Source: an optimization exercise on an open RTL-to-GDS flow (aim: small area, a short achievable clock period and few clock cycles). Production flows keep margins and buffers that such runs may drop.
RTL that was checked went through simulation tests only; none was proved equivalent to the original.
Only the layout flow was run in run 1; the RTL was not checked for function there.
Power and IR drop assume default switching activity.

--- design.v ---
module draw_lines(
      input          i_clk,
      input          i_reset,
      input   [10:0] i_x0,
      input   [10:0] i_x1,
      input   [10:0] i_y0,
      input   [10:0] i_y1,
      input          i_start,
      input          i_load_fifo,
      output         o_waiting,
      output         o_fifo_full,
      output         o_wr,
      output  [18:0] o_addr
    );
   localparam NR = 12;           
   localparam RW = 38;           
   function [11:0] ks_add;
      input [11:0] a, b;
      input        ci;
      reg   [11:0] p, g, pp, gg;
      integer i, d;
      begin
         p = a ^ b;
         g = a & b;
         gg = {g[11:1], g[0] | (p[0] & ci)};
         pp = p;
         for (d = 1; d < 12; d = d * 2) begin
            for (i = 11; i >= d; i = i - 1) begin
               gg[i] = gg[i] | (pp[i] & gg[i-d]);
               pp[i] = pp[i] & pp[i-d];
            end
         end
         ks_add = p ^ {gg[10:0], ci};
      end
   endfunction
   reg        idle;              
   reg        wr;                
   reg  [3:0] count;             
   reg        full;              
   reg  [NR-1:0] r_v;            
   reg           x_v, y_v, e_v;
   reg        e_last;            
   wire emit   = ~idle & e_v;    
   wire finish = emit & e_last;  
   wire [NR+2:0] vall = {e_v, y_v, x_v, r_v};      
   wire [NR+2:0] take;
   reg  [NR+2:1] sfull;
   genvar gi;
   generate
      for (gi = 1; gi <= NR+2; gi = gi + 1) begin : g_take
         assign take[gi] = vall[gi-1] & (~sfull[gi] | finish);
      end
   endgenerate
   assign take[0] = i_load_fifo;
   wire [3:0] count_nx = count + {3'd0, i_load_fifo} - {3'd0, finish};
   wire [NR+2:0] vall_nx = (vall & ~{finish, take[NR+2:1]}) | take;
   wire [NR+2:1] sfull_nx;
   generate
      for (gi = 1; gi <= NR+2; gi = gi + 1) begin : g_sfull
         assign sfull_nx[gi] = &vall_nx[NR+2:gi];
      end
   endgenerate
   always @(posedge i_clk) begin
      if (i_reset) begin
         idle    <= 1'b1;
         wr      <= 1'b0;
         count   <= 4'd0;
         full    <= 1'b0;
         r_v     <= {NR{1'b0}};
         x_v     <= 1'b0;
         y_v     <= 1'b0;
         e_v     <= 1'b0;
         sfull   <= {(NR+2){1'b0}};
      end else begin
         idle  <= idle ? ~i_start : (count == 4'd0);
         wr    <= emit;
         count <= count_nx;
         full  <= count_nx == 4'd15;
         r_v   <= vall_nx[NR-1:0];
         x_v   <= vall_nx[NR];
         y_v   <= vall_nx[NR+1];
         e_v   <= vall_nx[NR+2];
         sfull <= sfull_nx;
      end
   end
   assign o_waiting   = idle;
   assign o_fifo_full = full;
   assign o_wr        = wr;
   reg [RW-1:0] r_d [0:NR-1];
   always @(posedge i_clk) begin
      if (take[0])
         r_d[0] <= {i_x0[9:0], i_y0[8:0], i_x1[9:0], i_y1[8:0]};
   end
   generate
      for (gi = 1; gi < NR; gi = gi + 1) begin : g_raw
         always @(posedge i_clk) begin
            if (take[gi])
               r_d[gi] <= r_d[gi-1];
         end
      end
   endgenerate
   wire [9:0] h_x0 = r_d[NR-1][37:28];
   wire [8:0] h_y0 = r_d[NR-1][27:19];
   wire [9:0] h_x1 = r_d[NR-1][18:9];
   wire [8:0] h_y1 = r_d[NR-1][8:0];
   wire [10:0] dxp = {1'b0, h_x1} - {1'b0, h_x0};
   wire [10:0] dxn = {1'b0, h_x0} - {1'b0, h_x1};
   wire  [9:0] dyp = {1'b0, h_y1} - {1'b0, h_y0};
   wire  [9:0] dyn = {1'b0, h_y0} - {1'b0, h_y1};
   reg  [RW-1:0] x_pts;          
   reg     [9:0] x_adx;
   reg     [8:0] x_ady;
   reg           x_sx, x_sy;     
   always @(posedge i_clk) begin
      if (take[NR]) begin
         x_pts <= r_d[NR-1];
         x_sx  <= dxp[10];
         x_sy  <= dyp[9];
         x_adx <= dxp[10] ? dxn[9:0] : dxp[9:0];
         x_ady <= dyp[9]  ? dyn[8:0] : dyp[8:0];
      end
   end
   wire        steep = {1'b0, x_ady} > x_adx;
   wire        swap  = steep ? x_sy : x_sx;
   reg   [9:0] y_xs;
   reg   [8:0] y_ys;
   reg   [9:0] y_da, y_db;
   reg         y_steep, y_bpos;
   always @(posedge i_clk) begin
      if (take[NR+1]) begin
         y_xs    <= swap ? x_pts[18:9] : x_pts[37:28];
         y_ys    <= swap ? x_pts[8:0]  : x_pts[27:19];
         y_da    <= steep ? {1'b0, x_ady} : x_adx;
         y_db    <= steep ? x_adx : {1'b0, x_ady};
         y_steep <= steep;
         y_bpos  <= ~(x_sx ^ x_sy);
      end
   end
   wire [9:0]  d1 = y_da - y_db;                             
   wire [10:0] e0 = {2'b0, y_da[9:1]} - {1'b0, y_db};        
   reg  [9:0] e_x;
   reg  [8:0] e_y;
   reg [10:0] e_err;             
   reg  [9:0] e_d1;              
   reg  [9:0] e_db;
   reg  [9:0] e_cnt;             
   reg        e_steep, e_bpos;
   wire        e_step   = e_err[10];
   wire [11:0] e_err_s_w  = ks_add({e_err[10], e_err}, {2'b0, e_d1}, 1'b0);
   wire [11:0] e_err_ns_w = ks_add({e_err[10], e_err}, {2'b11, ~e_db}, 1'b1);
   wire [10:0] e_err_s  = e_err_s_w[10:0];
   wire [10:0] e_err_ns = e_err_ns_w[10:0];
   wire        x_mv = ~e_steep | e_step;
   wire        x_up = ~e_steep | e_bpos;
   wire        y_mv =  e_steep | e_step;
   wire        y_up =  e_steep | e_bpos;
   wire  [9:0] e_x_nx = x_mv ? (x_up ? e_x + 10'd1 : e_x - 10'd1) : e_x;
   wire  [8:0] e_y_nx = y_mv ? (y_up ? e_y + 9'd1 : e_y - 9'd1) : e_y;
   always @(posedge i_clk) begin
      if (take[NR+2]) begin
         e_x     <= y_xs;
         e_y     <= y_ys;
         e_err   <= e0;
         e_d1    <= d1;
         e_db    <= y_db;
         e_cnt   <= y_da;
         e_last  <= (y_da == 10'd0);
         e_steep <= y_steep;
         e_bpos  <= y_bpos;
      end else if (emit) begin
         e_x     <= e_x_nx;
         e_y     <= e_y_nx;
         e_err   <= e_step ? e_err_s : e_err_ns;
         e_cnt   <= e_cnt - 10'd1;
         e_last  <= (e_cnt == 10'd1);
      end
   end
   reg [18:0] addr;
   wire [11:0] s_a = {1'b0, e_y, 2'b0};
   wire [11:0] s_b = {3'b0, e_y};
   wire [11:0] s_c = {9'b0, e_x[9:7]};
   wire [11:0] s_sum = s_a ^ s_b ^ s_c;
   wire [11:0] s_cry = (s_a & s_b) | (s_a & s_c) | (s_b & s_c);
   always @(posedge i_clk) begin
      addr[6:0]  <= e_x[6:0];
      addr[18:7] <= ks_add(s_sum, {s_cry[10:0], 1'b0}, 1'b0);
   end
   assign o_addr = addr;
endmodule
--- run.sh ---
#!/bin/bash
# synth_recipe.tcl (not shown) runs the flow's synth.tcl, then flattens the netlist and writes it again
# the make line also repeats each setting of config.mk as NAME=value (left out here)
make -C /OpenROAD-flow-scripts/flow DESIGN_CONFIG=/design/flow/config.mk WORK_HOME=/design/flow/orfs CLKGATE_MAP_FILE= SYNTH_SCRIPT=/design/flow/synth_recipe.tcl finish
--- config.mk ---
export PLATFORM = sky130hd
export DESIGN_NAME = draw_lines
export DESIGN_NICKNAME = draw_lines
export VERILOG_FILES = /design/flow/design.v
export SDC_FILE = /design/flow/constraint.sdc
export NUM_CORES = 4
export LEC_CHECK = 0
export ABC_AREA = 1
export CAP_MARGIN = 20
export CORE_MARGIN = 2
export CORE_UTILIZATION = 40
export CTS_CLUSTER_DIAMETER = 100
export CTS_CLUSTER_SIZE = 20
export SETUP_SLACK_MARGIN = 3.0
export SLEW_MARGIN = 20
--- constraint.sdc ---
create_clock -name core_clock -period 5.0 [get_ports {i_clk}]
set_input_delay 1.0000 -clock core_clock [delete_from_list [all_inputs] [get_ports {i_clk}]]
set_output_delay 1.0000 -clock core_clock [all_outputs]
set_load 0.01 [all_outputs]
==> run summary, run 1 <==
status=timing/DRC/antenna clean; Antenna Nets Post-Route=0; summed area of non-filler cells in the final layout=32,500 sq um; cell at the root of the clock tree=clkbuf_16; final period utilization=44.5%; library cells used by synthesis=50; transition time at the pin with the least slew margin=841 ps; standard cell core area=66,100 sq um; Worst Clk Skew=15.6 ps; CTS HTree Levels=2; Syn Std Cell Area=26,800 sq um; Post-Synthesis Net Count=2,126; number of antenna violations at the first check in global routing=0; ordered cell list for the critical path=buf_6, nor2_4, buf_6, ha_4, a21oi_4, nand2_2, buf_4, buf_6, buf_6, xnor2_2, o21ai_1; endpoint of the lowest-slack register-to-register path=e_y[4]; leakage power figure=0.0122 uW; peak fanout along the critical path=5; Worst Setup Path Type=flop to flop; clock-pin slew on the worst setup and hold paths=90 ps; Fmax achieved=0.450 GHz; Arrival @ worst endpoint=2550 ps; Power Dens Cells=292 nW/um^2; total number of clock tree sinks=673; path class of the lowest-slack min-delay path=flop to flop; WL final=48,100 microns; peak ir drop on the vdd network=0.209 mV; Die X=263 microns; number of max-slew violations in the final report=0; Critical Path Sink Type=flop; final total power=9480 uW; first-pass iteration count of the detailed router=5; via count of the routed design=14,700; proportion of synthesized chip area in sequential cells=73.4%; busiest metal layer after global routing=met2; destination of the worst hold path=r_d[9][24]; largest buffer count on any clock path=3; final global-route overflow total=0; Reg2Reg Setup Slack=2780 ps; Most Frequent Cell on Critical Path=buf_6; area used by sequential logic in the layout=19,700 sq um; met3 routing resource usage after global routing=1.88%; Mapped Cells=1,951; met2 Usage GRT=25.3%; met1 Usage GRT=15.1%; multi-input combinational cell area=7650 sq um; Worst Min Path Start=r_d[8][24]; Crit path required time=5330 ps; area added between synthesis and finish=21.3%; start of the worst register-to-register path=e_bpos; share of final-layout standard cells stronger than drive strength 1=24.2%; Setup Total Neg Slack=0 ps; number of enable-type register cells in the synthesized netlist=619; total I/O pin count=70; time the worst path needs with I/O delays and setup=2220 ps; Antenna diodes=0; wire length of the first global-routing pass=74,100 microns; area of the die=69,100 sq um; main flop type after synthesis=edfxtp_1; Syn. warnings=2; remaining max-slew budget at the tightest pin=43.9%; post-place instance area=28,500 sq um; kind of start point of the critical path=flop; Avg Cell Area, Syn=13.7 sq um; Buffers on Ports=63; asr flop ratio synth=0%; drt drc=0; worst-case reg-to-reg path depth=11; overall fraction of global-route tracks in use=13.4%; per-cell via count in the routed design=4.76; standard-cell rows=94; pin count of the biggest net entering global routing=60; final standard cell count with taps included and fillers excluded=3,083; final core utilization=49.2%; starting DRC count in detailed routing=766; Final Hold Viols=0; Max stage delay cell, worst path=edfxtp_1; GPL Wtd Cong=0.839; RSZ-0062 raised after global routing=yes; total of fill cells in the finished design=5,642; depth of the worst hold-timing path=0; later-pin clock latency in the skew report=570 ps; clock tree from TritonCTS=yes; largest incremental delay on the critical path=440 ps; number of max-capacitance violations reported=0; effective utilization at floorplan=40.6%; final layout net count=2,372; detailed-route wire length per cell=15.6 microns; Setup violations, final=0; number of global-route vias before repair=14,400; height of the die=263 microns; number of synthesized register bits=673; post-detail-place hpwl=29,400 microns; CTS Buf Count=39; hold buffer count at cts=0; count of placed standard cells including taps=2,856
## metal layers
metal | vias to the layer above | wire, microns
li1 | 7333 | -
met5 | - | 0
met3 | 79 | 1440
met1 | 7005 | 19000
met4 | 0 | 1490
met2 | 250 | 26100
## kinds of logic after synthesis
group	Yosys count	share of synthesized area, %
multiplexers	1	0.0373
adder cells (fa/ha/maj)	127	6.26
XOR/XNOR	59	1.93
AO/OA/AOI/OAI	228	4.78
buffers and inverters	270	4.06
flip-flops	673	73.4
other	1	0.0140
AND/OR/NAND/NOR	592	9.55
## sequential cells by signal, indices dropped and copies added, names as in the netlist, 4 cells and up
signal and flops:
r_d 456, x_pts 38, addr 19, sfull 14
r_v 12, e_err 11, e_cnt 10, e_d1 10
e_db 10, e_x 10, x_adx 10, y_da 10
y_db 10, y_xs 10, e_y 9, x_ady 9
y_ys 9, count 4
## critical path, delay by kind of cell, from the launching register on
family | cells | cell delay (ps)
flops | 1 | 440
xor+xnor | 1 | 140
fa+ha+maj | 1 | 220
simple gates | 2 | 300
buf+inv | 5 | 650
compound gates | 2 | 220
## where the power goes
group | internal (uW) | total, uW | switching, uW
Sequential | 6160 | 6180 | 18.7
Combinational | 57.0 | 124 | 66.6
Clock | 1520 | 3180 | 1660
Total | 7740 | 9480 | 1750
## per-stage QoR
step                hold slack (ps)  setup WS [ps]
finish                          414           2780
global placement                401           2070
detailed placement              405           1990
CTS                             417           2820
floorplan                       371           2970
global route                    423           2690
## final cells by class
cell class | instances | area share, %
clock buffers | 59 | 3.23
clock inverters | 4 | 0.208
inverters | 239 | 2.83
multi-input cells | 1029 | 23.5
flip-flops and latches | 673 | 60.5
well taps | 864 | 3.32
repair buffers | 213 | 6.28
repair inverters | 2 | 0.0616
## worst max-delay path by stage
stage / startpoint / endpoint / cells after the start
2_1_floorplan: e_steep / e_y[8] / 9
3_3_place_gp: i_reset / sfull[3] / 6
3_5_place_dp: i_reset / sfull[1] / 6
4_1_cts: x_ady[7] / y_xs[4] / 10
5_1_grt: e_bpos / e_y[4] / 12
6_report: e_bpos / e_y[4] / 11
## cells in the mapped netlist (4+ instances only)
cell,number,area (sq um)
nand3_1,117,586
ha_1,115,1440
fa_1,12,240
a21oi_1,79,395
dfxtp_1,54,1080
o21ai_1,7,35.0
nor3_1,5,25.0
o22ai_1,6,37.5
nand3b_1,5,37.5
xnor2_1,12,105
nand2_1,339,1270
xor2_1,47,412
nand4_1,15,93.8
o21bai_1,8,60.1
o21ai_2,7,61.3
nand2_2,6,37.5
or2_2,4,25.0
edfxtp_1,619,18600
inv_2,7,26.3
o21ai_0,86,430
buf_2,14,70.1
buf_6,4,45.0
clkbuf_1,8,30.0
a21o_1,6,45.0
a31oi_1,8,50.1
nor2_1,87,327
inv_1,232,871
o211ai_1,8,60.1
## cell usage in the layout (no fill, tap or decap), drive strengths merged, types with 3 or more instances in the layout
cell type,instances
fa,12
nand2,357
inv,240
o211ai,8
buf,172
nand4,16
ha,115
clkinv,3
or2,5
nor3,5
o21bai,8
nor2,101
xor2,47
dfxtp,54
nand3b,6
a21o,6
o22ai,6
nand3,121
clkbuf,60
a31oi,8
clkdlybuf4s50,39
a21oi,81
edfxtp,619
xnor2,12
o21ai,100
## repair_timing
| item | CTS | global route |
|---|---|---|
| gates resized for setup | 319 | 208 |
| setup buffers | 69 | 71 |
| pin swaps | 64 | 78 |
| gates cloned | 22 | 2 |
| setup endpoints to repair | 620 | 302 |
==> run 2: changes to the inputs <==
--- a/design.v
+++ b/design.v
@@ -12,7 +12,7 @@
       output         o_wr,
       output  [18:0] o_addr
     );
-   localparam NR = 12;           
+   localparam NR = 11;           
    localparam RW = 38;           
    function [11:0] ks_add;
       input [11:0] a, b;
@@ -38,28 +38,20 @@
    reg  [3:0] count;             
    reg        full;              
    reg  [NR-1:0] r_v;            
-   reg           x_v, y_v, e_v;
+   reg           x_v, y_v, z_v, e_v;
    reg        e_last;            
    wire emit   = ~idle & e_v;    
    wire finish = emit & e_last;  
-   wire [NR+2:0] vall = {e_v, y_v, x_v, r_v};      
-   wire [NR+2:0] take;
-   reg  [NR+2:1] sfull;
+   wire [NR+3:0] vall = {e_v, z_v, y_v, x_v, r_v};      
+   wire [NR+3:0] take;
    genvar gi;
    generate
-      for (gi = 1; gi <= NR+2; gi = gi + 1) begin : g_take
-         assign take[gi] = vall[gi-1] & (~sfull[gi] | finish);
+      for (gi = 1; gi <= NR+3; gi = gi + 1) begin : g_take
+         assign take[gi] = vall[gi-1] & (~&vall[NR+3:gi] | finish);
       end
    endgenerate
    assign take[0] = i_load_fifo;
    wire [3:0] count_nx = count + {3'd0, i_load_fifo} - {3'd0, finish};
-   wire [NR+2:0] vall_nx = (vall & ~{finish, take[NR+2:1]}) | take;
-   wire [NR+2:1] sfull_nx;
-   generate
-      for (gi = 1; gi <= NR+2; gi = gi + 1) begin : g_sfull
-         assign sfull_nx[gi] = &vall_nx[NR+2:gi];
-      end
-   endgenerate
    always @(posedge i_clk) begin
       if (i_reset) begin
          idle    <= 1'b1;
@@ -69,18 +61,18 @@
          r_v     <= {NR{1'b0}};
          x_v     <= 1'b0;
          y_v     <= 1'b0;
+         z_v     <= 1'b0;
          e_v     <= 1'b0;
-         sfull   <= {(NR+2){1'b0}};
       end else begin
          idle  <= idle ? ~i_start : (count == 4'd0);
          wr    <= emit;
          count <= count_nx;
          full  <= count_nx == 4'd15;
-         r_v   <= vall_nx[NR-1:0];
-         x_v   <= vall_nx[NR];
-         y_v   <= vall_nx[NR+1];
-         e_v   <= vall_nx[NR+2];
-         sfull <= sfull_nx;
+         r_v   <= (r_v & ~take[NR:1]) | take[NR-1:0];
+         x_v   <= (x_v & ~take[NR+1]) | take[NR];
+         y_v   <= (y_v & ~take[NR+2]) | take[NR+1];
+         z_v   <= (z_v & ~take[NR+3]) | take[NR+2];
+         e_v   <= (e_v & ~finish) | take[NR+3];
       end
    end
    assign o_waiting   = idle;
@@ -120,24 +112,37 @@
          x_ady <= dyp[9]  ? dyn[8:0] : dyp[8:0];
       end
    end
-   wire        steep = {1'b0, x_ady} > x_adx;
-   wire        swap  = steep ? x_sy : x_sx;
-   reg   [9:0] y_xs;
-   reg   [8:0] y_ys;
-   reg   [9:0] y_da, y_db;
-   reg         y_steep, y_bpos;
+   reg  [RW-1:0] y_pts;
+   reg     [9:0] y_adx;
+   reg     [8:0] y_ady;
+   reg           y_sx, y_sy, y_steep;
    always @(posedge i_clk) begin
       if (take[NR+1]) begin
-         y_xs    <= swap ? x_pts[18:9] : x_pts[37:28];
-         y_ys    <= swap ? x_pts[8:0]  : x_pts[27:19];
-         y_da    <= steep ? {1'b0, x_ady} : x_adx;
-         y_db    <= steep ? x_adx : {1'b0, x_ady};
-         y_steep <= steep;
-         y_bpos  <= ~(x_sx ^ x_sy);
+         y_pts   <= x_pts;
+         y_adx   <= x_adx;
+         y_ady   <= x_ady;
+         y_sx    <= x_sx;
+         y_sy    <= x_sy;
+         y_steep <= {1'b0, x_ady} > x_adx;
       end
    end
-   wire [9:0]  d1 = y_da - y_db;                             
-   wire [10:0] e0 = {2'b0, y_da[9:1]} - {1'b0, y_db};        
+   wire        swap  = y_steep ? y_sy : y_sx;
+   reg   [9:0] z_xs;
+   reg   [8:0] z_ys;
+   reg   [9:0] z_da, z_db;
+   reg         z_steep, z_bpos;
+   always @(posedge i_clk) begin
+      if (take[NR+2]) begin
+         z_xs    <= swap ? y_pts[18:9] : y_pts[37:28];
+         z_ys    <= swap ? y_pts[8:0]  : y_pts[27:19];
+         z_da    <= y_steep ? {1'b0, y_ady} : y_adx;
+         z_db    <= y_steep ? y_adx : {1'b0, y_ady};
+         z_steep <= y_steep;
+         z_bpos  <= ~(y_sx ^ y_sy);
+      end
+   end
+   wire [9:0]  d1 = z_da - z_db;                             
+   wire [10:0] e0 = {2'b0, z_da[9:1]} - {1'b0, z_db};        
    reg  [9:0] e_x;
    reg  [8:0] e_y;
    reg [10:0] e_err;             
@@ -157,16 +162,16 @@
    wire  [9:0] e_x_nx = x_mv ? (x_up ? e_x + 10'd1 : e_x - 10'd1) : e_x;
    wire  [8:0] e_y_nx = y_mv ? (y_up ? e_y + 9'd1 : e_y - 9'd1) : e_y;
    always @(posedge i_clk) begin
-      if (take[NR+2]) begin
-         e_x     <= y_xs;
-         e_y     <= y_ys;
+      if (take[NR+3]) begin
+         e_x     <= z_xs;
+         e_y     <= z_ys;
          e_err   <= e0;
          e_d1    <= d1;
-         e_db    <= y_db;
-         e_cnt   <= y_da;
-         e_last  <= (y_da == 10'd0);
-         e_steep <= y_steep;
-         e_bpos  <= y_bpos;
+         e_db    <= z_db;
+         e_cnt   <= z_da;
+         e_last  <= (z_da == 10'd0);
+         e_steep <= z_steep;
+         e_bpos  <= z_bpos;
       end else if (emit) begin
          e_x     <= e_x_nx;
          e_y     <= e_y_nx;
--- a/config.mk
+++ b/config.mk
@@ -9,6 +9,7 @@
 export CAP_MARGIN = 20
 export CORE_MARGIN = 2
 export CORE_UTILIZATION = 40
+export CTS_BUF_LIST = sky130_fd_sc_hd__clkbuf_8 sky130_fd_sc_hd__clkbuf_16
 export CTS_CLUSTER_DIAMETER = 100
 export CTS_CLUSTER_SIZE = 20
 export SETUP_SLACK_MARGIN = 3.0
==> run summary, run 2 <==
area added between synthesis and finish=18.9%; RSZ-0062 raised after global routing=yes; number of global-route vias before repair=14,100 (-2.2%); Syn Std Cell Area=27,000 sq um (+0.64%); Critical Path Sink Type=flop; Syn. warnings=2 (unchanged); proportion of synthesized chip area in sequential cells=74.4% (+1.0 points); worst-case reg-to-reg path depth=10 (-1); height of the die=264 microns (+0.32%); adder-cell area share of the yosys netlist=6.22% (-0.040 points); complex-gate fraction of the synthesized area=4.57% (-0.21 points); transition time at the pin with the least slew margin=862 ps (+21.2 ps); clock-pin slew on the worst setup and hold paths=90 ps (about the same); library cells used by synthesis=49 (-2.0%); Synth Area in XOR/XNOR=2.11% (+0.18 points); Worst Clk Skew=23.2 ps (+7.64 ps); via count of the routed design=14,100 (-3.9%); clock tree from TritonCTS=yes; CTS HTree Levels=2 (unchanged); effective utilization at floorplan=40.3% (-0.24 points); Worst Setup Path Type=flop to flop; largest registers=r_d: 418 flops, x_pts: 38 flops, y_pts: 38 flops; main flop type after synthesis=edfxtp_1; instance count on the critical path=10 (-1); most frequently used cell type in the post-synthesis netlist=edfxtp_1; final standard cell count with taps included and fillers excluded=3,006 (-2.5%); Power Dens Cells=299 nW/um^2 (+2.5%); mux contribution to synthesized area=0.793% (+0.76 points); area of the die=69,500 sq um (+0.64%); Simple-Gate Fraction of Synth Area=8.32% (-1.2 points); Post-Synthesis Net Count=2,073 (-2.5%); Crit path required time=5470 ps (+140 ps); wire length of the first global-routing pass=70,800 microns (-4.5%); kind of cell adding the most delay to the critical path=adder cells; Post-synth top cells=641 x edfxtp_1, 338 x nand2_1, 217 x inv_1; hold buffer count at cts=0 (unchanged); count of placed standard cells including taps=2,818 (-1.3%); time the worst path needs with I/O delays and setup=2050 ps (-170 ps); final global-route overflow total=0 (unchanged); dominant cells by area after synthesis=edfxtp_1 71%, ha_1 5.3%, nand2_1 4.7%, dfxtp_1 3.0%, inv_1 3.0%; worst path setup slack after routing=2950 ps (+170 ps); total number of clock tree sinks=682 (+1.3%); peak fanout along the critical path=3 (-2); total of fill cells in the finished design=5,718 (+1.3%); pin count of the biggest net entering global routing=47 (-22%); number of antenna violations at the first check in global routing=1 (+1); hold_ws=413 ps (-0.695 ps); GPL Wtd Cong=0.809 (-3.6%); Setup violations, final=0 (unchanged); post-detail-place hpwl=28,900 microns (-1.7%); kind of start point of the critical path=flop; final period utilization=41.1% (-3.4 points); CTS Buf Count=40 (+2.6%); final layout net count=2,287 (-3.6%); cell at the root of the clock tree=clkbuf_16; overall fraction of global-route tracks in use=12.7% (-0.65 points); leakage power figure=0.0119 uW (-2.6%); starting DRC count in detailed routing=589 (-23%); Buf+Inv Stages, Crit Path=2 (-3); Antenna diodes=0 (unchanged); Fmax achieved=0.487 GHz (+8.3%); later-pin clock latency in the skew report=580 ps (about the same); ordered cell list for the critical path=inv_2, fa_1, inv_2, fa_2, nand2_1, nand2_1, o21ai_2, o221ai_2, a21oi_2, nor2_1; number of max-capacitance violations reported=0 (unchanged); flip-flop count of the largest register after layout=418 (-8.3%); detailed-route wire length per cell=15.0 microns (-3.8%); most frequent cells in the layout=641 x edfxtp_1, 303 x nand2_1, 205 x inv_1, 96 x buf_4, 76 x ha_1; peak ir drop on the vdd network=0.247 mV (+18%); Final Hold Viols=0 (unchanged); depth of the worst hold-timing path=0 (unchanged); drt drc=0 (unchanged); Antenna Nets Post-Route=0 (unchanged); largest buffer count on any clock path=3 (unchanged); Max stage delay cell, worst path=fa_1; Die X=264 microns (+0.32%); standard cell core area=66,900 sq um (+1.2%); share of final-layout standard cells stronger than drive strength 1=21.1% (-3.2 points); Reg with most FFs=r_d; Buffers on Ports=63 (unchanged); number of enable-type register cells in the synthesized netlist=641 (+3.6%); remaining max-slew budget at the tightest pin=42.3% (-1.6 points); largest incremental delay on the critical path=520 ps (+80 ps); first-pass iteration count of the detailed router=5 (unchanged); Avg Cell Area, Syn=14.2 sq um (+3.5%); WL final=45,100 microns (-6.2%); number of max-slew violations in the final report=0 (unchanged); most frequent standard cell in the layout excluding fill and tap cells=edfxtp_1; post-synth top area cell=edfxtp_1; asr flop ratio synth=0% (unchanged); standard-cell rows=95 (+1.1%); Arrival @ worst endpoint=2520 ps (-30 ps); per-cell via count in the routed design=4.69 (-1.5%); setup slack at placement=2260 ps (+262 ps); number of synthesized register bits=682 (+1.3%); total I/O pin count=70 (unchanged); Setup Total Neg Slack=0 ps (unchanged); main combinational cell family by area after synthesis=simple AND/OR/NAND/NOR gates; Mapped Cells=1,898 (-2.7%); area share of the leading cell type in the synthesized netlist=71.3% (+2.0 points); path class of the lowest-slack min-delay path=flop to flop; status=timing/DRC/antenna clean
run 2: cell count changes in the layout (fill, tap and decap cells not counted), sizes merged, moves of 13 or more:
cell    previous run  this run
nor2             101        82
nand3            121        76
edfxtp           619       641
buf              172       146
nand2            357       343
clkbuf            60        40
a21oi             81       103
mux2               0        19
dfxtp             54        41
run 2: metal layers:
layer	up-vias	track usage [%]	share of wire [%]
met5	-	0	0.029
met4	2	4.05	2.7
met3	74	1.92	3.0
met2	222	24.7	54
met1	6709	14.1	40
li1	7086	-	-
run 2: layout make-up:
| class | instances | area [sq um] | area share [%] |
|---|---|---|---|
| timing repair buffer | 186 | 1750 | 5.45 |
| sequential | 682 | 20100 | 62.6 |
| clock buffer | 40 | 1000 | 3.12 |
| inverter | 223 | 870 | 2.71 |
| timing repair inverter | 3 | 21.3 | 0.0663 |
| multi-input combinational | 976 | 7110 | 22.2 |
| clock inverter | 23 | 139 | 0.433 |
| tap | 873 | 1090 | 3.41 |
run 2: path summary, 6_finish.rpt:
path              startpoint          to  slack [ps]
hold / removal     r_d[9][7]  r_d[10][7]         410
hold reg to reg    r_d[9][7]  r_d[10][7]         410
setup / recovery      e_y[0]    addr[18]        2950
setup reg to reg      e_y[0]    addr[18]        2950
run 2: through the flow:
step / util, % / total power, uW / area (sq um)
after global placement: 43.0 / 6490 / 28800
after detailed placement: 43.0 / 6500 / 28800
final: 47.9 / 9580 / 32100
after CTS: 46.2 / 9720 / 30900
after floorplan: - / 6440 / 27100
after global routing: 47.9 / 9930 / 32100
run 2: power by group:
part	switching [uW]	internal, uW
registers	18.9	6240
logic	67.4	61.4
clock network	1720	1470
run 2: kinds of logic after synthesis:
family          count (synthesis)
buf+inv                       249
xor+xnor                       65
mux                            19
fa+ha+maj                     127
flops                         682
compound gates                222
simple gates                  534
run 2: what timing repair did:
item / CTS / global route
endpoints found under the hold margin: 0 / 0
pin swaps: 35 / 70
endpoints found under the setup margin: 692 / 437
gates cloned: 12 / 1
setup buffers: 59 / 53
resized for setup: 209 / 168
Testbench counts of run 2, summed over its fixed seeds: cycles 117,974.
==> run 3: changes to the inputs <==
--- a/config.mk
+++ b/config.mk
@@ -9,8 +9,7 @@
 export CAP_MARGIN = 20
 export CORE_MARGIN = 2
 export CORE_UTILIZATION = 40
-export CTS_BUF_LIST = sky130_fd_sc_hd__clkbuf_8 sky130_fd_sc_hd__clkbuf_16
 export CTS_CLUSTER_DIAMETER = 100
 export CTS_CLUSTER_SIZE = 20
-export SETUP_SLACK_MARGIN = 3.0
+export SETUP_SLACK_MARGIN = 3.1
 export SLEW_MARGIN = 20
==> run summary, run 3 <==
worst-case reg-to-reg path depth=10 (unchanged); starting DRC count in detailed routing=711 (+21%); final global-route overflow total=0 (unchanged); Arrival @ worst endpoint=1070 ps (-1450 ps); RSZ-0062 raised after global routing=yes; Reg with most FFs=r_d; library cells used by synthesis=49 (unchanged); overall fraction of global-route tracks in use=13.6% (+0.93 points); number of max-slew violations in the final report=0 (unchanged); cell at the root of the clock tree=clkbuf_16; Antenna diodes=0 (unchanged); flip-flop count of the largest register after layout=418 (unchanged); GPL Wtd Cong=0.852 (+5.3%); asr flop ratio synth=0% (unchanged); Post-Synthesis Net Count=2,073 (unchanged); Syn. warnings=2 (unchanged); Reg2Reg Setup Slack=2950 ps (about the same); hold_ws=405 ps (-8.31 ps); Critical Path Sink Type=output pin; largest incremental delay on the critical path=370 ps (-150 ps); most frequent cells in the layout=641 x edfxtp_1, 261 x nand2_1, 174 x inv_1, 139 x buf_4, 64 x a21oi_1; ordered cell list for the critical path=buf_6; clock tree from TritonCTS=yes; wire length of the first global-routing pass=75,000 microns (+5.9%); peak ir drop on the vdd network=0.298 mV (+21%); main flop type after synthesis=edfxtp_1; Worst Clk Skew=40.7 ps (+17.5 ps); number of global-route vias before repair=14,600 (+3.3%); kind of cell adding the most delay to the critical path=flip-flops; share of final-layout standard cells stronger than drive strength 1=29.0% (+7.9 points); standard cell core area=66,900 sq um (unchanged); first-pass iteration count of the detailed router=5 (unchanged); final period utilization=41.5% (+0.39 points); number of synthesized register bits=682 (unchanged); most frequent standard cell in the layout excluding fill and tap cells=edfxtp_1; area share of the leading cell type in the synthesized netlist=71.3% (unchanged); Die X=264 microns (unchanged); CTS HTree Levels=2 (unchanged); proportion of synthesized chip area in sequential cells=74.4% (unchanged); post-place instance area=28,800 sq um (+0.19%); effective utilization at floorplan=40.3% (unchanged); final layout net count=2,374 (+3.8%); Setup violations, final=0 (unchanged); later-pin clock latency in the skew report=600 ps (+20 ps); start of the worst register-to-register path=e_y[0]; peak fanout along the critical path=4 (+1); Setup Total Neg Slack=0 ps (unchanged); clock-pin slew on the worst setup and hold paths=80 ps (about the same); area of the die=69,500 sq um (unchanged); number of antenna violations at the first check in global routing=0 (-1); number of max-capacitance violations reported=0 (unchanged); hold buffer count at cts=0 (unchanged); Worst Setup Path Type=flop to output pin; post-detail-place hpwl=28,800 microns (-0.61%); summed area of non-filler cells in the final layout=33,800 sq um (+5.4%); Avg Cell Area, Syn=14.2 sq um (unchanged); total number of clock tree sinks=682 (unchanged); Fmax achieved=0.482 GHz (-0.94%); total I/O pin count=70 (unchanged); Crit path required time=4000 ps (-1470 ps); drt drc=0 (unchanged); Post-synth top cells=641 x edfxtp_1, 338 x nand2_1, 217 x inv_1; WL final=50,000 microns (+11%); leakage power figure=0.0124 uW (+4.9%); dominant cells by area after synthesis=edfxtp_1 71%, ha_1 5.3%, nand2_1 4.7%, dfxtp_1 3.0%, inv_1 3.0%; final total power=9720 uW (+1.4%); Final Hold Viols=0 (unchanged); post-synth top area cell=edfxtp_1; number of enable-type register cells in the synthesized netlist=641 (unchanged); via count of the routed design=14,600 (+3.8%); Buf+Inv Stages, Crit Path=1 (-1); end point of the critical path=o_waiting; area added between synthesis and finish=25.4%; height of the die=264 microns (unchanged); Syn Std Cell Area=27,000 sq um (unchanged); most frequently used cell type in the post-synthesis netlist=edfxtp_1; Buffers on Ports=63 (unchanged); per-cell via count in the routed design=4.73 (+0.87%); standard-cell rows=95 (unchanged); Antenna Nets Post-Route=0 (unchanged); endpoint of the lowest-slack register-to-register path=addr[18]; largest registers=r_d: 418 flops, x_pts: 38 flops, y_pts: 38 flops; pin count of the biggest net entering global routing=61 (+30%); instance count on the critical path=1 (-9); transition time at the pin with the least slew margin=862 ps (-0.495 ps); Mapped Cells=1,898 (unchanged); path class of the lowest-slack min-delay path=flop to flop; Worst setup startpoint=idle; Power Dens Cells=287 nW/um^2 (-3.8%); CTS Buf Count=40 (unchanged); kind of start point of the critical path=flop; Max stage delay cell, worst path=dfxtp_4; time the worst path needs with I/O delays and setup=2070 ps (+19.5 ps); largest buffer count on any clock path=3 (unchanged); detailed-route wire length per cell=16.2 microns (+7.8%); remaining max-slew budget at the tightest pin=42.4% (about the same); status=timing/DRC/antenna clean
run 3: cell counts after synthesis:
No cell type changed its count.
run 3: stage by stage:
| step | std cells | setup WS [ps] | util [%] |
|---|---|---|---|
| final | 3093 | 2930 | 50.5 |
| after global routing | 3093 | 2860 | 50.5 |
| after CTS | 3005 | 2880 | 47.6 |
| after detailed placement | 2816 | 2300 | 43.1 |
| after global placement | 2816 | 2360 | 43.1 |
| after floorplan | 1898 | 2830 | - |
run 3: how the worst min path moves through the flow:
stage / to / depth (start not counted) / start / slack [ps]
3_3_place_gp: addr[6] / 0 / e_x[6] / 400
2_1_floorplan: addr[6] / 0 / e_x[6] / 370
3_5_place_dp: r_d[1][0] / 0 / r_d[0][0] / 400
5_1_grt: r_d[7][19] / 0 / r_d[6][19] / 390
4_1_cts: r_d[7][19] / 0 / r_d[6][19] / 390
6_report: y_pts[21] / 0 / x_pts[21] / 410
run 3: what timing repair did:
action | in CTS | in global routing
gates resized for setup | 277 | 258
setup buffers | 113 | 73
cloned | 13 | 15
pin swaps | 70 | 121
endpoints found under the setup margin | 712 | 460
run 3: logic make-up after synthesis:
logic type	Yosys count	synth area share, %
flops	682	74.4
simple gates	534	8.32
buf+inv	249	3.59
compound gates	222	4.57
fa+ha+maj	127	6.22
xor+xnor	65	2.11
mux	19	0.793
run 3: power by group:
group | total (uW) | leakage (uW) | switching [uW] | internal [uW]
Sequential | 6260 | 0.00616 | 19.7 | 6240
Clock | 3310 | 0.000566 | 1760 | 1550
Combinational | 146 | 0.00572 | 71.4 | 74.9
Total | 9720 | 0.0124 | 1850 | 7870
run 3: metal layers:
metal	vias to the layer above	part of all wire [%]	wire length [microns]	GRT usage (%)
met2	195	57	28700	27.3
met5	-	0	0	0
li1	7250	-	-	-
met1	7113	38	18900	14.6
met3	69	2.6	1300	1.91
met4	0	2.2	1120	4.20
run 3: final cells by class:
class / count / area (sq um)
flip-flops and latches: 682 / 20100
multi-input cells: 975 / 7720
inverters: 223 / 913
repair inverters: 5 / 38.8
well taps: 873 / 1090
clock inverters: 4 / 96.3
repair buffers: 272 / 2770
fillers: 5564 / 33100
clock buffers: 59 / 1090
==> run 4: changes to the inputs <==
--- a/config.mk
+++ b/config.mk
@@ -11,5 +11,5 @@
 export CORE_UTILIZATION = 40
 export CTS_CLUSTER_DIAMETER = 100
 export CTS_CLUSTER_SIZE = 20
-export SETUP_SLACK_MARGIN = 3.1
+export SETUP_SLACK_MARGIN = 2.7
 export SLEW_MARGIN = 20
==> run summary, run 4 <==
status=timing/DRC/antenna clean; final standard cell count with taps included and fillers excluded=2,910 (-5.9%); main flop type after synthesis=edfxtp_1; most frequent cells in the layout=641 x edfxtp_1, 336 x nand2_1, 215 x inv_1, 112 x ha_1, 92 x a21oi_1; depth of the worst hold-timing path=0 (unchanged); standard cell core area=66,900 sq um (unchanged); most frequent standard cell in the layout excluding fill and tap cells=edfxtp_1; proportion of synthesized chip area in sequential cells=74.4% (unchanged); peak ir drop on the vdd network=0.249 mV (-16%); number of enable-type register cells in the synthesized netlist=641 (unchanged); effective utilization at floorplan=40.3% (unchanged); Fmax achieved=0.449 GHz (-7.0%); CTS Buf Count=40 (unchanged); starting DRC count in detailed routing=655 (-7.9%); largest buffer count on any clock path=3 (unchanged); detailed-route wire length per cell=14.2 microns (-12%); total number of clock tree sinks=682 (unchanged); library cells used by synthesis=49 (unchanged); time the worst path needs with I/O delays and setup=2230 ps (+155 ps); dominant cells by area after synthesis=edfxtp_1 71%, ha_1 5.3%, nand2_1 4.7%, dfxtp_1 3.0%, inv_1 3.0%; worst-case reg-to-reg path depth=10 (unchanged); clock tree from TritonCTS=yes; Die X=264 microns (unchanged); peak fanout along the critical path=4 (unchanged); number of global-route vias before repair=13,800 (-5.7%); total I/O pin count=70 (unchanged); number of synthesized register bits=682 (unchanged); final global-route overflow total=0 (unchanged); Final Hold Viols=0 (unchanged); Syn Std Cell Area=27,000 sq um (unchanged); Buf+Inv Stages, Crit Path=1 (unchanged); Buffers on Ports=63 (unchanged); final layout net count=2,193 (-7.6%); Reg with most FFs=r_d; destination of the worst hold path=r_d[7][1]; CTS HTree Levels=2 (unchanged); clock-pin slew on the worst setup and hold paths=80 ps (about the same); ordered cell list for the critical path=clkdlybuf4s15_1; count of placed standard cells including taps=2,818 (+0.071%); remaining max-slew budget at the tightest pin=34.9% (-7.5 points); WL final=41,400 microns (-17%); Reg2Reg Setup Slack=2800 ps (-150 ps); Max stage delay cell, worst path=dfxtp_2; area of the die=69,500 sq um (unchanged); Worst Clk Skew=23.4 ps (-17.3 ps); path class of the lowest-slack min-delay path=flop to flop; overall fraction of global-route tracks in use=12.0% (-1.6 points); Worst Setup Path Type=flop to output pin; per-cell via count in the routed design=4.67 (-1.3%); kind of cell adding the most delay to the critical path=flip-flops; pin count of the biggest net entering global routing=61 (unchanged); setup slack at placement=2060 ps (-243 ps); worst path setup slack after routing=2770 ps (-155 ps); transition time at the pin with the least slew margin=974 ps (+112 ps); number of antenna violations at the first check in global routing=2 (+2); Arrival @ worst endpoint=1230 ps (+160 ps); standard-cell rows=95 (unchanged); Avg Cell Area, Syn=14.2 sq um (unchanged); via count of the routed design=13,600 (-7.1%); post-synth top area cell=edfxtp_1; largest incremental delay on the critical path=380 ps (about the same); wire length of the first global-routing pass=67,300 microns (-10%); share of final-layout standard cells stronger than drive strength 1=7.85% (-21 points); first-pass iteration count of the detailed router=5 (unchanged); later-pin clock latency in the skew report=590 ps (about the same); Post-synth top cells=641 x edfxtp_1, 338 x nand2_1, 217 x inv_1; number of max-slew violations in the final report=0 (unchanged); GPL Wtd Cong=0.835 (-2.0%); area share of the leading cell type in the synthesized netlist=71.3% (unchanged); cell at the root of the clock tree=clkbuf_16; final total power=9620 uW (-1.0%); leakage power figure=0.0113 uW (-9.3%); Mapped Cells=1,898 (unchanged); height of the die=264 microns (unchanged); drt drc=0 (unchanged); Critical Path Sink Type=output pin; final period utilization=44.6% (+3.1 points); Antenna diodes=0 (unchanged); Power Dens Cells=317 nW/um^2 (+10%); RSZ-0062 raised after global routing=yes; post-detail-place hpwl=27,800 microns (-3.3%); endpoint of the lowest-slack register-to-register path=r_d[6][31]; Antenna Nets Post-Route=0 (unchanged); Crit path required time=4000 ps (about the same); Syn. warnings=2 (unchanged); area added between synthesis and finish=12.5%; Worst Min Path Start=r_d[6][1]; Post-Synthesis Net Count=2,073 (unchanged); kind of start point of the critical path=flop; hold buffer count at cts=0 (unchanged); hold_ws=412 ps (+7.41 ps); asr flop ratio synth=0% (unchanged); number of max-capacitance violations reported=0 (unchanged); Setup violations, final=0 (unchanged); start of the worst register-to-register path=e_v; most frequently used cell type in the post-synthesis netlist=edfxtp_1; largest registers=r_d: 418 flops, x_pts: 38 flops, y_pts: 38 flops; Setup Total Neg Slack=0 ps (unchanged); flip-flop count of the largest register after layout=418 (unchanged)
## run 4: cell counts after synthesis
Identical to the previous run, type by type.
## run 4: layer usage
layer / up-vias / track usage, % / share of wire, %
met3: 69 / 1.91 / 3.3
met5: - / 0 / 0.065
met4: 4 / 4.22 / 2.6
li1: 6873 / - / -
met1: 6427 / 13.5 / 41
met2: 209 / 22.8 / 53
## run 4: final cells by class
type                            count  area (sq um)
Timing Repair Buffer               97          1010
Multi-Input combinational cell    974          6180
Clock buffer                       54          1060
Tap cell                          873          1090
Fill cell                        5811         36600
Clock inverter                      7          92.6
Sequential cell                   682         20100
Inverter                          223           850
## run 4: power by group
part / leakage, uW / internal, uW / switching, uW / total, uW
sequential: 0.00616 / 6240 / 18.6 / 6260
combinational: 0.00457 / 56.6 / 60.0 / 117
clock: 0.000553 / 1520 / 1730 / 3240
total: 0.0113 / 7820 / 1810 / 9620
## run 4: through the flow
stage          area [sq um]  util, %
2_1_floorplan         27000        -
3_3_place_gp          28700     42.9
3_5_place_dp          28700     42.9
4_1_cts               30200     45.2
5_1_grt               30400     45.4
6_report              30400     45.4
## run 4: cell families after synthesis
group / Yosys count / synth area share [%]
compound gates: 222 / 4.57
fa+ha+maj: 127 / 6.22
xor+xnor: 65 / 2.11
flops: 682 / 74.4
mux: 19 / 0.793
simple gates: 534 / 8.32
buf+inv: 249 / 3.59
## run 4: how the worst max path moves through the flow
stage	start	endpoint	slack, ps	cells after the start
5_1_grt	r_d[10][35]	x_adx[8]	2630	9
4_1_cts	r_d[10][28]	x_adx[8]	2710	7
3_5_place_dp	e_v	r_d[6][32]	2060	8
3_3_place_gp	e_v	r_d[6][13]	2140	8
6_report	idle	o_waiting	2770	1
2_1_floorplan	idle	y_adx[0]	2070	5
## run 4: what timing repair did
item                                    CTS  global route
gates resized for setup                  50            16
cloned                                    6             1
endpoints found under the setup margin  589           144
buffers inserted                         15             8
pin swaps                                12             3
endpoints found under the hold margin     0             0
==> run 5: changes to the inputs <==
--- a/config.mk
+++ b/config.mk
@@ -11,5 +11,5 @@
 export CORE_UTILIZATION = 40
 export CTS_CLUSTER_DIAMETER = 100
 export CTS_CLUSTER_SIZE = 20
-export SETUP_SLACK_MARGIN = 2.7
+export SETUP_SLACK_MARGIN = 2.8
 export SLEW_MARGIN = 20
==> run summary, run 5 <==
worst path setup slack after routing=2860 ps (+91.5 ps); time the worst path needs with I/O delays and setup=2140 ps (-91.5 ps); status=timing/DRC/antenna clean; area of the die=69,500 sq um (unchanged); combinational cell fraction of total power=1.2% (about the same); switching power=1810 uW (about the same); transition time at the pin with the least slew margin=921 ps (-52.9 ps); area added between synthesis and finish=13.6%; remaining max-slew budget at the tightest pin=38.4% (+3.5 points); Final Hold Viols=0 (unchanged); library cells used by synthesis=49 (unchanged); total I/O pin count=70 (unchanged); later-pin clock latency in the skew report=590 ps (about the same); Reg with most FFs=r_d; wire length of the first global-routing pass=69,900 microns (+3.9%); count of placed standard cells including taps=2,818 (unchanged); Power Dens Cells=314 nW/um^2 (-0.83%); internal power=7820 uW (+0.11%); summed area of non-filler cells in the final layout=30,600 sq um (+0.93%); number of global-route vias before repair=13,700 (-0.43%); number of enable-type register cells in the synthesized netlist=641 (unchanged); hold buffer count at cts=0 (unchanged); per-cell via count in the routed design=4.68 (+0.26%); asr flop ratio synth=0% (unchanged); drt drc=0 (unchanged); final period utilization=42.7% (-1.8 points); clock-pin slew on the worst setup and hold paths=80 ps (about the same); overall fraction of global-route tracks in use=12.5% (+0.55 points); Syn Std Cell Area=27,000 sq um (unchanged); Arrival @ worst endpoint=1140 ps (-90 ps); leakage power figure=0.0114 uW (+0.62%); most frequently used cell type in the post-synthesis netlist=edfxtp_1; height of the die=264 microns (unchanged); final layout net count=2,213 (+0.91%); CTS Buf Count=40 (unchanged); switching portion of total power=18.8% (about the same); proportion of synthesized chip area in sequential cells=74.4% (unchanged); area share of the leading cell type in the synthesized netlist=71.3% (unchanged); post-synth top area cell=edfxtp_1; final standard cell count with taps included and fillers excluded=2,933 (+0.79%); post-detail-place hpwl=28,600 microns (+2.7%); Critical Path Sink Type=output pin; standard cell core area=66,900 sq um (unchanged); number of max-capacitance violations reported=0 (unchanged); total number of clock tree sinks=682 (unchanged); Setup Total Neg Slack=0 ps (unchanged); Setup violations, final=0 (unchanged); Worst Clk Skew=17.6 ps (-5.80 ps); pin count of the biggest net entering global routing=50 (-18%); setup slack at placement=2040 ps (-22.7 ps); share of power burned in registers=65.0% (about the same); via count of the routed design=13,700 (+1.1%); largest incremental delay on the critical path=300 ps (-80 ps); clock tree from TritonCTS=yes; most frequent standard cell in the layout excluding fill and tap cells=edfxtp_1; effective utilization at floorplan=40.3% (unchanged); peak ir drop on the vdd network=0.330 mV (+33%); cell at the root of the clock tree=clkbuf_16; Antenna Nets Post-Route=0 (unchanged); standard-cell rows=95 (unchanged); first-pass iteration count of the detailed router=7 (+2); Crit path required time=4000 ps (about the same); path class of the lowest-slack min-delay path=flop to flop; largest registers=r_d: 418 flops, x_pts: 38 flops, y_pts: 38 flops; Max stage delay cell, worst path=dfxtp_1; Post-Synthesis Net Count=2,073 (unchanged); Antenna diodes=0 (unchanged); Die X=264 microns (unchanged); number of antenna violations at the first check in global routing=0 (-2); CTS HTree Levels=2 (unchanged); Avg Cell Area, Syn=14.2 sq um (unchanged); final core utilization=45.8% (+0.42 points); Buf+Inv Stages, Crit Path=1 (unchanged); GPL Wtd Cong=0.823 (-1.4%); detailed-route wire length per cell=14.9 microns (+4.9%); Mapped Cells=1,898 (unchanged); Syn. warnings=2 (unchanged); ordered cell list for the critical path=dlygate4sd2_1; Clock power frac=33.8% (about the same); flip-flop count of the largest register after layout=418 (unchanged); most frequent cells in the layout=641 x edfxtp_1, 331 x nand2_1, 211 x inv_1, 107 x ha_1, 87 x a21oi_1; peak fanout along the critical path=1 (-3); number of synthesized register bits=682 (unchanged); Buffers on Ports=63 (unchanged); kind of start point of the critical path=flop; final global-route overflow total=0 (unchanged); share of final-layout standard cells stronger than drive strength 1=10.8% (+2.9 points); kind of cell adding the most delay to the critical path=flip-flops; main flop type after synthesis=edfxtp_1; dominant cells by area after synthesis=edfxtp_1 71%, ha_1 5.3%, nand2_1 4.7%, dfxtp_1 3.0%, inv_1 3.0%; Post-synth top cells=641 x edfxtp_1, 338 x nand2_1, 217 x inv_1; post-place instance area=28,700 sq um (about the same); Fmax achieved=0.468 GHz (+4.3%); Worst Setup Path Type=flop to output pin; number of max-slew violations in the final report=0 (unchanged); starting DRC count in detailed routing=751 (+15%); WL final=43,700 microns (+5.7%); largest buffer count on any clock path=3 (unchanged); RSZ-0062 raised after global routing=yes
==> run 5: cell counts after synthesis <==
No cell type changed its count.
==> run 5: cell families (layout without fill, tap and decap cells) <==
logic type	Yosys count	in the layout	synth area share (%)
AOI/OAI and AO/OA	222	226	4.57
adders and majority gates	127	127	6.22
buffers and inverters	249	404	3.59
muxes	19	19	0.793
and+or+nand+nor	534	537	8.32
DFF	682	682	74.4
xor gates and xnor gates	65	65	2.11
==> run 5: repair_timing <==
item                                    CTS  global route
pin swaps                                14            12
endpoints found under the setup margin  650           441
gates resized for setup                  80            58
cloned                                    7             1
hold endpoints to repair                  0             0
buffers inserted                         23            19
==> run 5: final cells by class <==
| type | instances | area [sq um] |
|---|---|---|
| multi-input cells | 974 | 6310 |
| clock inverters | 6 | 90.1 |
| flip-flops and latches | 682 | 20100 |
| repair buffers | 116 | 1130 |
| inverters | 223 | 855 |
| fillers | 5857 | 36300 |
| clock buffers | 58 | 1080 |
| well taps | 873 | 1090 |
| repair inverters | 1 | 7.51 |
==> run 5: path summary, 6_finish.rpt <==
path	startpoint	end	slack (ps)	cells past startpoint
worst max-delay path	addr[18]	o_addr[18]	2860	1
worst min-delay path	r_d[8][7]	r_d[9][7]	410	0
worst max register to register	z_da[6]	e_err[8]	2880	8
worst min register to register	r_d[8][7]	r_d[9][7]	410	0
==> run 5: layer usage <==
layer  wire, microns  vias up  GRT usage (%)
met5               0        -              0
met4             967        0           3.88
met3            1240       66           1.84
met2           24000      172           24.3
met1           17600     6545           14.1
li1                -     6942              -
==> run 5: power by group through the flow <==
stage | sequential (uW) | combinational (uW) | clock [uW]
5_1_grt | 6270 | 129 | 3600
4_1_cts | 6260 | 116 | 3400
3_5_place_dp | 6390 | 110 | 0
6_report | 6260 | 114 | 3260
2_1_floorplan | 6390 | 52.5 | 0
3_3_place_gp | 6390 | 104 | 0
==> run 5: per-stage QoR <==
step           hold WS, ps  total power [uW]
2_1_floorplan          370              6440
3_3_place_gp           400              6490
3_5_place_dp           405              6500
4_1_cts                411              9780
5_1_grt                412             10000
6_report               414              9630
==> run 6: changes to the inputs <==
--- a/config.mk
+++ b/config.mk
@@ -11,5 +11,5 @@
 export CORE_UTILIZATION = 40
 export CTS_CLUSTER_DIAMETER = 100
 export CTS_CLUSTER_SIZE = 20
-export SETUP_SLACK_MARGIN = 2.8
+export SETUP_SLACK_MARGIN = 3.0
 export SLEW_MARGIN = 20
==> run summary, run 6 <==
number of synthesized register bits=682 (unchanged); asr flop ratio synth=0% (unchanged); Worst Min Path Start=r_d[9][7]; Antenna diodes=0 (unchanged); CTS Buf Count=40 (unchanged); Syn Std Cell Area=27,000 sq um (unchanged); number of global-route vias before repair=14,100 (+3.0%); area of the die=69,500 sq um (unchanged); area added between synthesis and finish=18.9%; Fmax achieved=0.489 GHz (+4.4%); flip-flop count of the largest register after layout=418 (unchanged); CTS HTree Levels=2 (unchanged); pin count of the biggest net entering global routing=47 (-6.0%); per-cell via count in the routed design=4.69 (+0.20%); starting DRC count in detailed routing=613 (-18%); total I/O pin count=70 (unchanged); number of antenna violations at the first check in global routing=1 (+1); most frequent standard cell in the layout excluding fill and tap cells=edfxtp_1; Setup Total Neg Slack=0 ps (unchanged); effective utilization at floorplan=40.3% (unchanged); peak ir drop on the vdd network=0.247 mV (-25%); standard cell core area=66,900 sq um (unchanged); total of fill cells in the finished design=5,715 (-2.4%); Antenna Nets Post-Route=0 (unchanged); time the worst path needs with I/O delays and setup=2050 ps (-89.9 ps); number of max-slew violations in the final report=0 (unchanged); final global-route overflow total=0 (unchanged); total number of clock tree sinks=682 (unchanged); number of enable-type register cells in the synthesized netlist=641 (unchanged); wire length of the first global-routing pass=70,700 microns (+1.2%); library cells used by synthesis=49 (unchanged); RSZ-0062 raised after global routing=yes; most frequent cells in the layout=641 x edfxtp_1, 303 x nand2_1, 189 x inv_1, 97 x buf_4, 76 x ha_1; most frequently used cell type in the post-synthesis netlist=edfxtp_1; transition time at the pin with the least slew margin=860 ps (-60.9 ps); final period utilization=40.9% (-1.8 points); number of max-capacitance violations reported=0 (unchanged); status=timing/DRC/antenna clean; post-detail-place hpwl=28,900 microns (+1.3%); area share of the leading cell type in the synthesized netlist=71.3% (unchanged); Mapped Cells=1,898 (unchanged); Reg with most FFs=r_d; clock-pin slew on the worst setup and hold paths=90 ps (about the same); Crit path required time=5470 ps (+1470 ps); via count of the routed design=14,100 (+2.7%); kind of start point of the critical path=flop; dominant cells by area after synthesis=edfxtp_1 71%, ha_1 5.3%, nand2_1 4.7%, dfxtp_1 3.0%, inv_1 3.0%; remaining max-slew budget at the tightest pin=42.5% (+4.1 points); Final Hold Viols=0 (unchanged); detailed-route wire length per cell=15.0 microns (+0.76%); Worst Clk Skew=24.7 ps (+7.09 ps); final total power=9620 uW (-0.17%); Worst Setup Path Type=flop to flop; WL final=45,200 microns (+3.3%); later-pin clock latency in the skew report=580 ps (about the same); post-synth top area cell=edfxtp_1; Syn. warnings=2 (unchanged); clock tree from TritonCTS=yes; height of the die=264 microns (unchanged); Setup violations, final=0 (unchanged); leakage power figure=0.0118 uW (+4.0%); Critical Path Sink Type=flop; peak fanout along the critical path=3 (+2); Die X=264 microns (unchanged); first-pass iteration count of the detailed router=5 (-2); Arrival @ worst endpoint=2510 ps (+1370 ps); Post-synth top cells=641 x edfxtp_1, 338 x nand2_1, 217 x inv_1; overall fraction of global-route tracks in use=12.7% (+0.16 points); main flop type after synthesis=edfxtp_1; standard-cell rows=95 (unchanged); Avg Cell Area, Syn=14.2 sq um (unchanged); largest buffer count on any clock path=3 (unchanged); start of the worst register-to-register path=e_y[0]; share of final-layout standard cells stronger than drive strength 1=21.1% (+10 points); Buffers on Ports=63 (unchanged); cell at the root of the clock tree=clkbuf_16; proportion of synthesized chip area in sequential cells=74.4% (unchanged); Power Dens Cells=300 nW/um^2 (-4.6%); final layout net count=2,288 (+3.4%); Post-Synthesis Net Count=2,073 (unchanged); Worst setup startpoint=e_y[0]; GPL Wtd Cong=0.809 (-1.6%); path class of the lowest-slack min-delay path=flop to flop; largest registers=r_d: 418 flops, x_pts: 38 flops, y_pts: 38 flops; drt drc=0 (unchanged)
-- run 6: cell counts after synthesis --
Identical to the previous run, type by type.
-- run 6: worst paths after layout --
path,to,slack [ps],depth (start not counted)
max reg2reg,addr[18],2950,10
max,addr[18],2950,10
min,r_d[10][7],410,0
min reg2reg,r_d[10][7],410,0
-- run 6: routing by layer --
metal / GRT usage, % / part of all wire [%] / vias to the layer above
met5: 0 / 0.029 / -
met4: 4.05 / 2.6 / 2
met3: 1.92 / 3.1 / 72
met2: 24.7 / 54 / 215
met1: 14.1 / 40 / 6720
li1: - / - / 7090
-- run 6: what timing repair did --
action / CTS / global route
gates cloned: 12 / 1
buffers inserted: 59 / 54
pin swaps: 35 / 70
endpoints found under the setup margin: 692 / 437
gates resized for setup: 209 / 168
hold buffers: 0 / 0
-- run 6: cell type report --
class	count	area [sq um]	area share [%]
Tap cell	873	1090	3.40
Timing Repair inverter	3	21.3	0.0663
Sequential cell	682	20100	62.6
Timing Repair Buffer	187	1750	5.47
Clock inverter	7	78.8	0.246
Clock buffer	56	1060	3.31
Inverter	223	870	2.71
Multi-Input combinational cell	976	7110	22.2
-- run 6: through the flow --
stage	setup slack [ps]	area (sq um)	std cells	hold WS [ps]	util, %
after floorplan	2710	27100	1898	370	-
after global placement	2310	28800	2818	400	43.0
after detailed placement	2260	28800	2818	405	43.0
after CTS	2910	30900	2952	417	46.2
after global routing	2860	32100	3007	424	47.9
final	2950	32100	3007	413	47.9
-- run 6: cell families (layout without fill, tap and decap cells) --
kind of cell               after synthesis  in the layout  share of synthesized area [%]
muxes                                   19             19                          0.793
adders and majority gates              127            127                           6.22
DFF                                    682            682                           74.4
AOI/OAI and AO/OA                      222            227                           4.57
buffers and inverters                  249            476                           3.59
and+or+nand+nor                        534            538                           8.32
xor gates and xnor gates                65             65                           2.11
-- run 6: critical path, cell delays in order (launching register included) --
cell and delay (ps):
edfxtp_1 390, inv_2 60, fa_1 520, inv_2 60, fa_2 340, nand2_1 70
nand2_1 70, o21ai_2 90, o221ai_2 150, a21oi_2 140, nor2_1 40
-- run 6: power by group --
part           switching [uW]  internal [uW]  total [uW]
registers                19.0           6240        6260
logic                    67.4           61.4         129
clock network            1720           1510        3230
total                    1810           7810        9620
==> run 7: changes to the inputs <==
--- a/config.mk
+++ b/config.mk
@@ -11,5 +11,5 @@
 export CORE_UTILIZATION = 40
 export CTS_CLUSTER_DIAMETER = 100
 export CTS_CLUSTER_SIZE = 20
-export SETUP_SLACK_MARGIN = 3.0
+export SETUP_SLACK_MARGIN = 2.9
 export SLEW_MARGIN = 20
==> run summary, run 7 <==
status=timing/DRC/antenna clean; clock-pin slew on the worst setup and hold paths=80 ps (about the same); library cells used by synthesis=49 (unchanged); internal power=7830 uW (+0.20%); instance count on the critical path=7 (-3); final layout net count=2,232 (-2.4%); asr flop ratio synth=0% (unchanged); drt drc=0 (unchanged); Buf+Inv Stages, Crit Path=2 (unchanged); kind of cell adding the most delay to the critical path=compound AO/OA/AOI/OAI gates; largest incremental delay on the critical path=750 ps (+230 ps); switching power=1840 uW (+1.8%); post-synth top area cell=edfxtp_1; Crit path required time=5230 ps (-240 ps); final period utilization=41.5% (+0.52 points); Syn Std Cell Area=27,000 sq um (unchanged); switching portion of total power=19.0% (+0.24 points); number of max-slew violations in the final report=0 (unchanged); standard-cell rows=95 (unchanged); ordered cell list for the critical path=inv_2, nor2_4, nand2_4, nand2_2, nor4_4, buf_12, a21oi_2; combinational cell fraction of total power=1.2% (about the same); first-pass iteration count of the detailed router=5 (unchanged); dominant cells by area after synthesis=edfxtp_1 71%, ha_1 5.3%, nand2_1 4.7%, dfxtp_1 3.0%, inv_1 3.0%; count of placed standard cells including taps=2,817 (-0.035%); pin count of the biggest net entering global routing=61 (+30%); start of the worst register-to-register path=e_v; Worst setup startpoint=e_v; per-cell via count in the routed design=4.68 (-0.23%); wire length of the first global-routing pass=70,500 microns (-0.29%); number of global-route vias before repair=13,800 (-2.4%); overall fraction of global-route tracks in use=12.7% (+0.033 points); main flop type after synthesis=edfxtp_1; height of the die=264 microns (unchanged); later-pin clock latency in the skew report=610 ps (+30 ps); GPL Wtd Cong=0.872 (+7.7%); CTS Buf Count=40 (unchanged); peak fanout along the critical path=19 (+16); Antenna diodes=0 (unchanged); most frequent cells in the layout=641 x edfxtp_1, 322 x nand2_1, 203 x inv_1, 97 x ha_1, 80 x a21oi_1; time the worst path needs with I/O delays and setup=2070 ps (+26.1 ps); leakage power figure=0.0115 uW (-2.9%); largest buffer count on any clock path=3 (unchanged); number of max-capacitance violations reported=0 (unchanged); area added between synthesis and finish=15.0%; total number of clock tree sinks=682 (unchanged); area of the die=69,500 sq um (unchanged); WL final=44,100 microns (-2.3%); final standard cell count with taps included and fillers excluded=2,951 (-1.9%); worst-case reg-to-reg path depth=7 (-3); largest registers=r_d: 418 flops, x_pts: 38 flops, y_pts: 38 flops; Die X=264 microns (unchanged); number of synthesized register bits=682 (unchanged); Mapped Cells=1,898 (unchanged); Fmax achieved=0.482 GHz (-1.3%); Critical Path Sink Type=flop; post-detail-place hpwl=28,700 microns (-0.82%); final global-route overflow total=0 (unchanged); Syn. warnings=2 (unchanged); endpoint of the lowest-slack register-to-register path=r_d[1][18]; share of power burned in registers=64.8% (-0.3 points); transition time at the pin with the least slew margin=990 ps (+130 ps); Reg2Reg Setup Slack=2930 ps (-30 ps); most frequently used cell type in the post-synthesis netlist=edfxtp_1; path class of the lowest-slack min-delay path=flop to flop; number of antenna violations at the first check in global routing=0 (-1); kind of start point of the critical path=flop; Arrival @ worst endpoint=2300 ps (-210 ps); Setup violations, final=0 (unchanged); Worst Clk Skew=41.9 ps (+17.2 ps); cell at the root of the clock tree=clkbuf_16; final total power=9660 uW (+0.49%); share of final-layout standard cells stronger than drive strength 1=14.7% (-6.4 points); total I/O pin count=70 (unchanged); end point of the critical path=r_d[1][18]; number of enable-type register cells in the synthesized netlist=641 (unchanged); Setup Total Neg Slack=0 ps (unchanged); RSZ-0062 raised after global routing=yes; Post-synth top cells=641 x edfxtp_1, 338 x nand2_1, 217 x inv_1; Final Hold Viols=0 (unchanged); hold buffer count at cts=0 (unchanged); Clock power frac=34.0% (+0.5 points); Post-Synthesis Net Count=2,073 (unchanged); standard cell core area=66,900 sq um (unchanged); Avg Cell Area, Syn=14.2 sq um (unchanged); CTS HTree Levels=2 (unchanged); effective utilization at floorplan=40.3% (unchanged); starting DRC count in detailed routing=714 (+16%); remaining max-slew budget at the tightest pin=34.0% (-8.5 points); clock tree from TritonCTS=yes; Worst Setup Path Type=flop to flop; Max stage delay cell, worst path=a21oi_2; Antenna Nets Post-Route=0 (unchanged); final core utilization=46.4% (-1.6 points); peak ir drop on the vdd network=0.256 mV (+3.9%); flip-flop count of the largest register after layout=418 (unchanged); area share of the leading cell type in the synthesized netlist=71.3% (unchanged); via count of the routed design=13,800 (-2.1%); Reg with most FFs=r_d; proportion of synthesized chip area in sequential cells=74.4% (unchanged); Power Dens Cells=311 nW/um^2 (+3.9%); Buffers on Ports=63 (unchanged); most frequent standard cell in the layout excluding fill and tap cells=edfxtp_1; detailed-route wire length per cell=15.0 microns (-0.44%)
==> run 7: metal layers <==
metal	global-route usage (%)	part of all wire (%)
met5	0	0
met4	3.94	2.5
met1	14.5	41
met2	24.3	54
met3	1.89	2.8
==> run 7: kinds of logic after synthesis <==
kind of cell | Yosys count | synth area share [%]
flops | 682 | 74.4
simple gates | 534 | 8.32
buf+inv | 249 | 3.59
compound gates | 222 | 4.57
fa+ha+maj | 127 | 6.22
xor+xnor | 65 | 2.11
mux | 19 | 0.793
==> run 7: stage by stage <==
stage,hold WS [ps],worst slack [ps],cell area (sq um)
finish,407,2930,31000
global route,422,2800,31000
CTS,407,2810,30400
detailed placement,405,2200,28700
global placement,400,2240,28700
floorplan,370,2680,27100
==> run 7: area by class of cell <==
class	count	area (sq um)
timing repair buffer	134	1240
tap	873	1090
clock inverter	7	104
fill	5845	35900
inverter	223	866
clock buffer	56	1070
sequential	682	20100
multi-input combinational	974	6560
timing repair inverter	2	15.0
==> run 7: power by group through the flow <==
stage | clock, uW | combinational (uW) | sequential, uW
3_5_place_dp | 0 | 109 | 6390
2_1_floorplan | 0 | 52.5 | 6390
6_report | 3280 | 117 | 6260
3_3_place_gp | 0 | 104 | 6390
5_1_grt | 3620 | 132 | 6270
4_1_cts | 3410 | 115 | 6260
==> run 7: worst min-delay path by stage <==
stage / depth (start not counted) / start / endpoint / slack, ps
after global placement: 0 / r_d[1][5] / r_d[2][5] / 400
after CTS: 0 / r_d[7][21] / r_d[8][21] / 410
after global routing: 0 / r_d[6][7] / r_d[7][7] / 420
final: 0 / r_d[9][22] / r_d[10][22] / 410
after detailed placement: 0 / r_d[9][17] / r_d[10][17] / 400
after floorplan: 0 / e_x[6] / addr[6] / 370
==> run 7: timing repair <==
action                     4_1_cts  5_1_grt
setup endpoints to repair      621      382
pin swaps                       19       35
setup buffers                   31       30
gates resized for setup        144       93
cloned                           9        0

-- what the ideal ports hide --
No port has a modelled driver above. Below, the same layouts with a new extraction and two added sets of constraints. Step 1: set_driving_cell puts a clkbuf_16 on i_clk and a buf_2 on each other input, an assumption about the parent block. Step 2, shift: input delay + t, output delay - t, t = (earliest + latest rising clock arrival at the registers) / 2. This alone moves slack from input paths to output paths. Slacks: ideal / step 1 / step 2; pairs: ideal / step 1.
run | t (ns) | setup slack, ns | worst register clock-pin slew, ns
run 1 | 0.619 | 2.777 / 2.777 / 2.476 | 0.09 / 0.09
run 2 | 0.630 | 2.947 / 2.898 / 2.430 | 0.09 / 0.09
run 3 | 0.638 | 2.927 / 2.869 / 2.509 | 0.09 / 0.09
run 4 | 0.635 | 2.772 / 2.714 / 2.269 | 0.09 / 0.09
run 5 | 0.634 | 2.863 / 2.806 / 2.463 | 0.09 / 0.09
run 6 | 0.630 | 2.953 / 2.898 / 2.431 | 0.09 / 0.09
run 7 | 0.648 | 2.927 / 2.884 / 2.440 | 0.09 / 0.09
After both steps every run listed still meets setup and hold. For run 6, which loses most, drivers alone change the setup slack by -0.055 ns; drivers and shift together by -0.522 ns.
